Context: an optimization exercise on an open-source flow, tuned for small area, a short achievable clock period and few clock cycles per item. The choices shown serve that exercise and are no tape-out recipe.
Only simulation tests tie the RTL to the original design; equivalence was not proved.
No activity file was given, so power comes from the tool's default toggle rates.

==> flow/design.v (outline; a module is shown in full before it is edited, if it fits) <==
// module MatrixMultiplication: 850 lines
module MatrixMultiplication (
    input clk,
    input reset,
    input start,
    input [71:0] A_flat,   
    input [71:0] B_flat,   
    output [71:0] C_flat,  
    output reg done
);
  // ...
==> flow/flow/run.sh <==
#!/bin/bash
# The standard layout (standard.sh) with three changes:
#  - Yosys's synth skips its early generic ABC pass (-noabc), so the full and
#    half adders that extract_fa finds keep the polarity the RTL gives them;
#  - the final ABC mapping runs flow/abc.script, an area-oriented mapping;
#  - the port buffers are the smallest buffer cell (buf_1) instead of the cell
#    buffer_ports picks by default (clkdlybuf4s50_1).
# Synthesis is otherwise synth_recipe.tcl unchanged (synth -nofsm -noshare,
# flatten, renames), so the registers and their names are the standard ones.
set -euo pipefail
here=$(pwd)
export SYNTH_ARGS="-noabc"
export BUFFER_PORTS_ARGS="-buffer_cell sky130_fd_sc_hd__buf_1"
{
  head -n 1 synth_recipe.tcl
  sed "s|@ABC_SCRIPT@|$here/flow/abc.script|" flow/abc_override.tcl
  tail -n +2 synth_recipe.tcl
} > my_synth.tcl
sed "s|SYNTH_SCRIPT=[^ ]*|SYNTH_SCRIPT=$here/my_synth.tcl|" standard.sh > my_standard.sh
grep -q "SYNTH_SCRIPT=$here/my_synth.tcl" my_standard.sh
bash my_standard.sh finish > standard_make.log 2>&1
==> flow/flow/abc.script <==
strash
dch -f
map -a
topo
stime -c
buffer -c
upsize -c
dnsize -c
==> flow/flow/abc_override.tcl <==
# Map with flow/abc.script (area-oriented mapping) in place of the script
# synth_preamble.tcl picks; everything else about the abc call stays as is.
proc abc {args} {
  set i [lsearch -exact $args -script]
  if { $i >= 0 } {
    lset args [expr { $i + 1 }] {@ABC_SCRIPT@}
  }
  yosys abc {*}$args
}
==> flow/standard.sh <==
#!/bin/bash
# synth_recipe.tcl (not shown) runs the flow's synth.tcl, then flattens the netlist and writes it again
# the make line also repeats each setting of config.mk as NAME=value (left out here)
make -C /OpenROAD-flow-scripts/flow DESIGN_CONFIG=/design/flow/config.mk WORK_HOME=/design/flow/orfs CLKGATE_MAP_FILE= SYNTH_SCRIPT=/design/flow/synth_recipe.tcl "${@:-finish}"
==> flow/config.mk <==
export PLATFORM = sky130hd
export DESIGN_NAME = MatrixMultiplication
export DESIGN_NICKNAME = MatrixMultiplication
export VERILOG_FILES = /design/flow/design.v
export SDC_FILE = /design/flow/constraint.sdc
export NUM_CORES = 4
export LEC_CHECK = 0
export CAP_MARGIN = 20
export CORE_MARGIN = 2
export CORE_UTILIZATION = 40
export CTS_BUF_LIST = sky130_fd_sc_hd__clkbuf_8
export SETUP_SLACK_MARGIN = 5
export SLEW_MARGIN = 20
export TNS_END_PERCENT = 0
==> flow/constraint.sdc <==
create_clock -name core_clock -period 10.0 [get_ports {clk}]
set_input_delay 2.0000 -clock core_clock [delete_from_list [all_inputs] [get_ports {clk}]]
set_output_delay 2.0000 -clock core_clock [all_outputs]
set_load 0.01 [all_outputs]
==> out/qor.yml, run 1 <==
setup_path:
  cp-end-kind: "register"
  crit_top_cell: "xor2_1"
  cp-start-kind: "primary input"
  crit_cells: 16
  crit_path_max_fanout: 6
grt:
  met3_usage_pct: 6.92
  antenna_found_initial: 1
synthesis:
  synth_compound_area_share_pct: 3.08
  synth_xor_area_share_pct: 13.7
  synth_edf_count: 72
clock_network:
  clock_latency_ps: 410
  cts_hold_buf: 0
  cts_root_buf: "clkbuf_8"
power_and_ir_drop:
  vdd_drop_max_v: 0.000205
outcome:
  run_status: "complete, no violations"
cells_and_area:
  nonClockBufferCount: 266
  layout-drive-gt1-share_pct: 13.4
  nets: 2282
  area_growth_pct: 18.1
  dominant_cells: "multi-input gates"
  seq_cells: 74
sta:
  finalSetupTns_ps: 0
  layout_min_cycle_time_ps: 6050
  skew_ps: 24.4
die:
  core_um2: 34400
routing:
  antenna_left: 0
  m1WireLength_um: 19500
min_path:
  min-delay-start: "done"
Testbench counts, summed over its fixed seeds: cycles 1,920, items 960.
==> inputs of run 2 (changes only) <==
--- a/flow/config.mk
+++ b/flow/config.mk
@@ -10,5 +10,2 @@
 export CORE_UTILIZATION = 40
-export CTS_BUF_LIST = sky130_fd_sc_hd__clkbuf_8
-export SETUP_SLACK_MARGIN = 5
 export SLEW_MARGIN = 20
-export TNS_END_PERCENT = 0
==> out/qor.yml, run 2 <==
synthesis:
  synth_ff_type: "edfxtp_1"  # unchanged
  ys_warn_count: 1  # unchanged
  synth_edf_count: 72  # unchanged
  syn_area_um2: 13900  # unchanged
  synth_area_per_cell_um2: 8.93  # unchanged
  syn_nets: 2033  # unchanged
  synthTopCellsByArea: "fa_1 (37%), edfxtp_1 (16%), nor2_1 (13%)"  # unchanged
  synth_common_cells: "nor2_1 (495), fa_1 (254), inv_1 (156), nand2_1 (148), xor2_1 (135)"  # unchanged
  yosysUniqueCellTypes: 32  # unchanged
  synth_area_leader_cell: "fa_1"  # unchanged
  ys_ff_latch: 74  # unchanged
  async_flop_share_pct: 2.70  # unchanged
  synth.top_cell.area_share_pct: 36.6  # unchanged
  syn_inst: 1557  # unchanged
  yosysSeqAreaShare_pct: 15.9  # unchanged
  yosysMostFrequentCell: "nor2_1"  # unchanged
setup_path:
  cp-start-kind: "primary input"  # unchanged
  critPathMaxStageDelay_ps: 850  # was 570 ps
  path_class: "primary input to register"  # unchanged
  critPathSlowestCell: "clkinv_1"  # was fa_1
  crit_path_max_fanout: 18  # was 6
  critPathTopFamily: "adder cells"  # unchanged
  cp-end-kind: "register"  # unchanged
  crit_top_cell: "fa_1"  # was xor2_1
  path_cells: "buf_1, nor2_1, nor2_1, clkinv_1, nor2_1, fa_1, fa_1, fa_1, fa_1, fa_1, ha_1, a21oi_1, xor2_1, xor2_1"  # was buf_2, nor2_2, a21oi_4, inv_2, nor2_1, fa_1, fa_1, fa_1, fa_1, fa_2, xor2_1, xor2_1, xor2_1, xor2_1, xor2_1, xor2_1
  critPathBufInv: 2  # unchanged
  worstPathArrival_ps: 7260  # was 6190 ps
  required_ps: 10210  # was 10150 ps
cells_and_area:
  num_antenna_cells: 0  # was 1
  layout-drive-gt1-share_pct: 1.93  # was 13.4%
  utilization_pct: 45.1  # was 47.8%
  stdcell_count: 2220  # was 2267
  nets: 2238  # was 2282
  area_growth_pct: 11.4  # was 18.1%
  final_common_cell: "nor2_1"  # unchanged
  mostFrequentLayoutCells: "nor2_1 (494), fa_1 (254), buf_1 (219), inv_1 (156), nand2_1 (148)"  # was nor2_1 (455), fa_1 (244), buf_1 (192), nand2_1 (147), xor2_1 (135)
routing:
  firstDrtPassIters: 5  # was 6
  antenna_left: 0  # unchanged
  drc: 0  # unchanged
  m1WireLength_um: 19800  # was 19500 µm
  routed_wl_um: 46900  # was 48000 µm
  wl_met3_um: 3960  # was 4430 µm
  drt-initial-drc-count: 836  # was 1040
  routedWlPerCell_um: 21.1  # was 21.2 µm
  highest_layer: "met4"  # unchanged
  via_count: 11454  # was 11794
  vias_per_cell: 5.16  # was 5.20
  wl_met2_um: 21400  # was 22100 µm
place:
  routabilityCongestion: 0.974  # was 0.945
  dp_cells: 2206  # was 2204
  post-dp-hpwl_um: 39200  # was 38600 µm
  port_buffers: 219  # unchanged
grt:
  grt_pass1_vias: 12253  # was 12300
  overflow: 0  # unchanged
  antenna_found_initial: 0  # was 1
  grt_max_degree: 74  # was 102
  grt_first_pass_wirelength_um: 71400  # was 71900 µm
  grt_usage_pct: 27.0  # was 27.2%
clock_network:
  cts_tree: "yes"  # unchanged
  cts_root_buf: "clkbuf_16"  # was clkbuf_8
  cts_resized: 0  # was 196
  cts.path.max_buffers: 2  # unchanged
  cts_hold_buf: 0  # unchanged
  cts.sinks: 74  # unchanged
  clk_pin_slew_ps: 70  # was 90 ps
  clock_latency_ps: 370  # was 410 ps
  post_cts_buffers: 0  # was 34
  cts_made_buffers: 9  # unchanged
  htreeDepth: 3  # unchanged
die:
  start_util_pct: 40.5  # unchanged
  dieArea_um2: 36300  # unchanged
  rows: 68  # unchanged
  die_w_um: 190  # unchanged
  fp.dieH_um: 190  # unchanged
  core_um2: 34400  # unchanged
  pin_count: 220  # unchanged
sta:
  finalSetupTns_ps: 0  # unchanged
  hold_viol: 0  # unchanged
  setup_viol: 0  # unchanged
  layout_min_cycle_time_ps: 7050  # was 6050 ps
  slew_violations: 0  # unchanged
  skew_ps: 17.0  # was 24.4 ps
  fmax_mhz: 142  # was 165 MHz
  period_share_pct: 70.5  # was 60.5%
  grt_setup_unrepaired: "no"  # was yes
  worst-slew-pin-transition_ps: 1020  # was 681 ps
  slew_headroom_pct: 32.2  # was 54.6%
outcome:
  run_status: "complete, no violations"  # unchanged
power_and_ir_drop:
  p_leak_nw: 7.15  # was 7.41 nW
  p_per_area_nw_per_um2: 317  # was 308 nW/µm²
  vdd_drop_max_v: 0.000238  # was 0.000205 V
min_path:
  holdCritPathClass: "register to register"  # unchanged
run:
  drv_cap: 0  # unchanged
[run 2: cell counts after synthesis]
Identical to the previous run, type by type.
[run 2: layout make-up]
| class | instances | area, µm² |
|---|---|---|
| clock buffers | 9 | 225 |
| clock inverters | 5 | 81.3 |
| fillers | 3512 | 18900 |
| inverters | 168 | 633 |
| multi-input cells | 1283 | 10900 |
| flip-flops and latches | 74 | 2220 |
| well taps | 455 | 569 |
| repair buffers | 226 | 887 |
[run 2: cells by family (layout without fill, tap and decap cells)]
kind of cell	count (synthesis)	after routing	synth area share [%]
buffers and inverters	200	408	5.94
DFF	74	74	15.9
AOI/OAI and AO/OA	77	77	3.08
muxes	1	1	0.0720
xor gates and xnor gates	217	217	13.7
adders and majority gates	329	329	43.3
and+or+nand+nor	659	659	18.0
[run 2: where the power goes]
group / internal, mW / total (mW) / switching [mW] / leakage, nW
Clock: 0.216 / 0.355 / 0.139 / 0.147
Combinational: 1.52 / 3.62 / 2.10 / 6.29
Sequential: 0.887 / 0.936 / 0.0495 / 0.713
[run 2: path summary, 6_finish.rpt]
kind | from | to | slack (ps) | cells past startpoint
max in group asynchronous | reset | s1 | 8410 | 2
hold / removal | done | done | 470 | 2
hold reg to reg | done | done | 470 | 2
min in group asynchronous | reset | done | 1460 | 2
setup reg to reg | s1 | c6[7] | 3390 | 15
setup / recovery | A_flat[9] | c6[7] | 2950 | 14
[run 2: tightest hold or removal path: stages (launching register included)]
cell	delay, ps
dfrtp_1	340
nand2_1	50
nand2_1	40
[run 2: layer usage]
| layer | global-route usage [%] | vias to the layer above |
|---|---|---|
| li1 | - | 5138 |
| met2 | 42.6 | 554 |
| met1 | 36.8 | 5668 |
| met4 | 10.6 | 0 |
| met5 | 0 | - |
| met3 | 5.10 | 94 |
[run 2: stage by stage]
| stage | power, mW | hold WS (ps) | worst slack, ps | cell area (µm²) |
|---|---|---|---|---|
| floorplan | 3.69 | 507 | 3650 | 13900 |
| global placement | 4.48 | 453 | 2680 | 15200 |
| detailed placement | 4.57 | 458 | 2660 | 15200 |
| CTS | 4.95 | 472 | 3040 | 15500 |
| global route | 5.44 | 493 | 2780 | 15500 |
| finish | 4.91 | 466 | 2950 | 15500 |
==> inputs of run 3 (changes only) <==
==> flow/flow/run.sh (replaced) <==
#!/bin/bash
# Standard layout with two changes: Yosys's synth skips its early generic ABC pass
# (-noabc; the final ABC mapping still runs), so the full and half adders it finds
# keep their polarity, and the port buffers are the smallest buffer cell.
set -euo pipefail
export SYNTH_ARGS="-noabc"
export BUFFER_PORTS_ARGS="-buffer_cell sky130_fd_sc_hd__buf_1"
bash standard.sh finish > standard_make.log 2>&1
--- a/flow/config.mk
+++ b/flow/config.mk
@@ -10,2 +10,4 @@
 export CORE_UTILIZATION = 40
+export SETUP_SLACK_MARGIN = 5
 export SLEW_MARGIN = 20
+export TNS_END_PERCENT = 0
removed: flow/flow/abc.script
removed: flow/flow/abc_override.tcl
==> out/qor.yml, run 3 <==
setup_path:
  worstPathArrival_ps: 6260  # was 7260 ps
  crit_top_cell: "fa_1"  # unchanged
  critPathMaxStageDelay_ps: 570  # was 850 ps
  path_cells: "buf_1, mux2_4, and2_1, fa_1, fa_1, fa_1, fa_1, fa_2, xnor2_2, xnor2_1, xnor3_1, xnor3_2, xnor2_2"  # was buf_1, nor2_1, nor2_1, clkinv_1, nor2_1, fa_1, fa_1, fa_1, fa_1, fa_1, ha_1, a21oi_1, xor2_1, xor2_1
  cp-end-kind: "register"  # unchanged
  path_class: "primary input to register"  # unchanged
  crit_path_max_fanout: 9  # was 18
  cp-start-kind: "primary input"  # unchanged
  required_ps: 10110  # was 10210 ps
  critPathSlowestCell: "fa_1"  # was clkinv_1
synthesis:
  yosysSeqAreaShare_pct: 14.9  # was 15.9%
  synthSimpleGateAreaFrac_pct: 20.9  # was 18.0%
  synth_area_per_cell_um2: 11.2  # was 8.93 µm²
  synth.top_cell.area_share_pct: 34.4  # was 36.6%
  async_flop_share_pct: 2.70  # unchanged
  synth_compound_area_share_pct: 4.05  # was 3.08%
  ys_ff_latch: 74  # unchanged
  synthTopCellsByArea: "fa_1 (34%), nor2b_1 (15%), edfxtp_1 (15%)"  # was fa_1 (37%), edfxtp_1 (16%), nor2_1 (13%)
  synth_area_leader_cell: "fa_1"  # unchanged
  ys_warn_count: 1  # unchanged
  synth_ff_type: "edfxtp_1"  # unchanged
  synth_edf_count: 72  # unchanged
  syn_area_um2: 14800  # was 13900 µm²
  synth_top_family_by_area: "adder cells"  # unchanged
  muxShareOfSynthArea_pct: 3.94  # was 0.0720%
  yosysUniqueCellTypes: 41  # was 32
  yosysMostFrequentCell: "nor2b_1"  # was nor2_1
  synth_fa_ha_area_share_pct: 40.7  # was 43.3%
  syn_inst: 1317  # was 1557
  syn_nets: 1793  # was 2033
  synth_xor_area_share_pct: 13.3  # was 13.7%
  synth_common_cells: "nor2b_1 (350), fa_1 (254), xnor2_1 (165), ha_1 (75), edfxtp_1 (72)"  # was nor2_1 (495), fa_1 (254), inv_1 (156), nand2_1 (148), xor2_1 (135)
clock_network:
  cts_tree: "yes"  # unchanged
  cts_hold_buf: 0  # unchanged
  htreeDepth: 3  # unchanged
  clock_latency_ps: 370  # about the same
  cts.path.max_buffers: 2  # unchanged
  clk_pin_slew_ps: 70  # about the same
  cts.sinks: 74  # unchanged
  cts_made_buffers: 9  # unchanged
  cts_root_buf: "clkbuf_16"  # unchanged
sta:
  period_share_pct: 61.4  # was 70.5%
  setup_viol: 0  # unchanged
  hold_viol: 0  # unchanged
  slew_violations: 0  # unchanged
  slew_headroom_pct: 50.3  # was 32.2%
  grt_setup_unrepaired: "yes"  # was no
  fmax_mhz: 163  # was 142 MHz
  skew_ps: 6.37  # was 17.0 ps
  worst-slew-pin-transition_ps: 746  # was 1020 ps
  finalSetupTns_ps: 0  # unchanged
  hold_slack_ps: 484  # was 466 ps
  layout_min_cycle_time_ps: 6140  # was 7050 ps
power_and_ir_drop:
  seqPwrFrac_pct: 16.9  # was 19.1%
  p_int_mw: 3.03  # was 2.62 mW
  p_per_area_nw_per_um2: 301  # was 317 nW/µm²
  p_clk_share_pct: 6.8  # was 7.2%
  switching_share_pct: 42.2  # was 46.6%
  power_frac_comb_pct: 76.3  # was 73.7%
  netSwitchingPower_mw: 2.21  # was 2.29 mW
  vdd_drop_max_v: 0.000184  # was 0.000238 V
  p_leak_nw: 7.05  # was 7.15 nW
grt:
  grt_first_pass_wirelength_um: 71600  # was 71400 µm
  overflow: 0  # unchanged
  grt_usage_pct: 25.3  # was 27.0%
  grt_pass1_vias: 11842  # was 12253
  grt_max_degree: 34  # was 74
  antenna_found_initial: 1  # was 0
cells_and_area:
  final_common_cell: "nor2b_1"  # was nor2_1
  fillers: 3423  # was 3512
  ff_latch_area_um2: 2220  # unchanged
  mostFrequentLayoutCells: "nor2b_1 (342), fa_1 (244), buf_1 (173), xnor2_1 (160), ha_1 (74)"  # was nor2_1 (494), fa_1 (254), buf_1 (219), inv_1 (156), nand2_1 (148)
  multiInputGateArea_um2: 12600  # was 10900 µm²
  num_antenna_cells: 0  # unchanged
  layout-drive-gt1-share_pct: 12.9  # was 1.93%
  area_growth_pct: 17.6  # was 11.4%
  nets: 2035  # was 2238
die:
  pin_count: 220  # unchanged
  fp.dieH_um: 196  # was 190 µm
  dieArea_um2: 38600  # was 36300 µm²
  rows: 70  # was 68
  core_um2: 36500  # was 34400 µm²
  start_util_pct: 40.5  # about the same
  die_w_um: 196  # was 190 µm
routing:
  highest_layer: "met4"  # unchanged
  antenna_left: 0  # unchanged
  wl_met3_um: 2830  # was 3960 µm
  via_count: 10854  # was 11454
  firstDrtPassIters: 7  # was 5
  routedWlPerCell_um: 23.6  # was 21.1 µm
  wl_met2_um: 23200  # was 21400 µm
  m1WireLength_um: 20600  # was 19800 µm
  vias_per_cell: 5.34  # was 5.16
  routed_wl_um: 47900  # was 46900 µm
  drt-initial-drc-count: 708  # was 836
  drc: 0  # unchanged
outcome:
  run_status: "complete, no violations"  # unchanged
run:
  drv_cap: 0  # unchanged
place:
  port_buffers: 219  # unchanged
  post-dp-hpwl_um: 36000  # was 39200 µm
  routabilityCongestion: 0.896  # was 0.974
min_path:
  holdCritPathClass: "register to register"  # unchanged
-- run 3: cell count changes in the layout (fill, tap and decap cells not counted), moves of 21 or more --
cell / delta
a22o_1: +21
buf_1: -46
inv_1: -143
and2_1: +62
nor2_1: -485
xor2_1: -110
buf_4: +40
mux2i_4: +22
nor2b_1: +342
xnor2_1: +79
buf_2: +29
nand2_1: -97
-- run 3: layout make-up --
cell class,instances,share of cell area (%)
multi-input cells,1181,72.5
flip-flops and latches,74,12.7
repair buffers,280,9.37
well taps,468,3.36
clock buffers,9,1.29
clock inverters,7,0.482
inverters,13,0.280
-- run 3: timing repair --
| item | in CTS | in global routing |
|---|---|---|
| gates cloned | 0 | 2 |
| pin swaps | 16 | 17 |
| endpoints found under the hold margin | 0 | 0 |
| buffers inserted | 31 | 7 |
| resized for setup | 101 | 28 |
| endpoints found under the setup margin | 44 | 44 |
-- run 3: kinds of logic (layout without fill, tap and decap cells) --
group	after synthesis	after routing
AOI/OAI and AO/OA	85	85
xor gates and xnor gates	204	204
adders and majority gates	329	329
buffers and inverters	62	309
DFF	74	74
muxes	48	48
and+or+nand+nor	515	515
-- run 3: routing by layer --
metal  vias up  track usage (%)
met5         -                0
met4         0             8.02
met3        75             3.17
met2       430             42.6
met1      5606             34.1
li1       4743                -
-- run 3: path summary, 6_finish.rpt --
| check | depth (start not counted) | slack [ps] | endpoint | from |
|---|---|---|---|---|
| max reg2reg | 16 | 4030 | c5[7] | s1 |
| min in group asynchronous | 2 | 1450 | done | reset |
| max in group asynchronous | 2 | 8420 | s1 | reset |
| min | 1 | 480 | done | done |
| min reg2reg | 1 | 480 | done | done |
| max | 13 | 3860 | c6[7] | A_flat[5] |
-- run 3: worst max-delay path: cells and delay by family --
kind / cells / cell delay [ps]
xor gates and xnor gates: 5 / 1180
adders and majority gates: 5 / 2450
buffers and inverters: 1 / 70
muxes: 1 / 360
and+or+nand+nor: 1 / 200
-- run 3: power by group through the flow --
stage | clock [mW] | combinational (mW) | sequential (mW)
2_1_floorplan | 0 | 2.89 | 0.954
3_3_place_gp | 0 | 3.75 | 0.895
3_5_place_dp | 0 | 3.82 | 0.896
4_1_cts | 0.367 | 3.91 | 0.890
5_1_grt | 0.375 | 4.45 | 0.901
6_report | 0.356 | 4.00 | 0.887
-- run 3: per-stage QoR --
stage | std cells | power (mW) | cell area [µm²] | utilization, % | setup WS, ps
after floorplan | 1317 | 3.85 | 14900 | - | 3870
after global placement | 1976 | 4.65 | 16200 | 44.4 | 3180
after detailed placement | 1976 | 4.71 | 16200 | 44.4 | 3130
after CTS | 2023 | 5.16 | 17200 | 47.1 | 3900
after global routing | 2032 | 5.72 | 17400 | 47.7 | 3770
final | 2032 | 5.24 | 17400 | 47.7 | 3860

separate check: timing with driven ports:
How much do the figures lean on ideal ports? The routed layouts below were timed once more, with nothing changed but the port constraints.
Step 1 (the two cells are an assumption about what drives the block):
set clk [get_ports {clk}]
set_driving_cell -lib_cell sky130_fd_sc_hd__clkbuf_16 $clk
set_driving_cell -lib_cell sky130_fd_sc_hd__buf_2 [delete_from_list [all_inputs] $clk]
Step 2, shift: input delay + t, output delay - t, t = (earliest + latest rising clock arrival at the registers) / 2. This alone moves slack from input paths to output paths.
Three values: no drivers, after step 1, after step 2; two values: the first two.
run	shift t [ns]	setup slack, ns	worst register clock-pin slew, ns
run 1	0.446	3.951 / 3.910 / 3.465	0.10 / 0.10
run 2	0.411	2.948 / 2.978 / 2.566	0.07 / 0.07
run 3	0.417	3.857 / 3.891 / 3.474	0.07 / 0.07
After both steps every run listed still meets setup and hold. For run 1, which loses most, drivers alone change the setup slack by -0.041 ns; drivers and shift together by -0.486 ns.
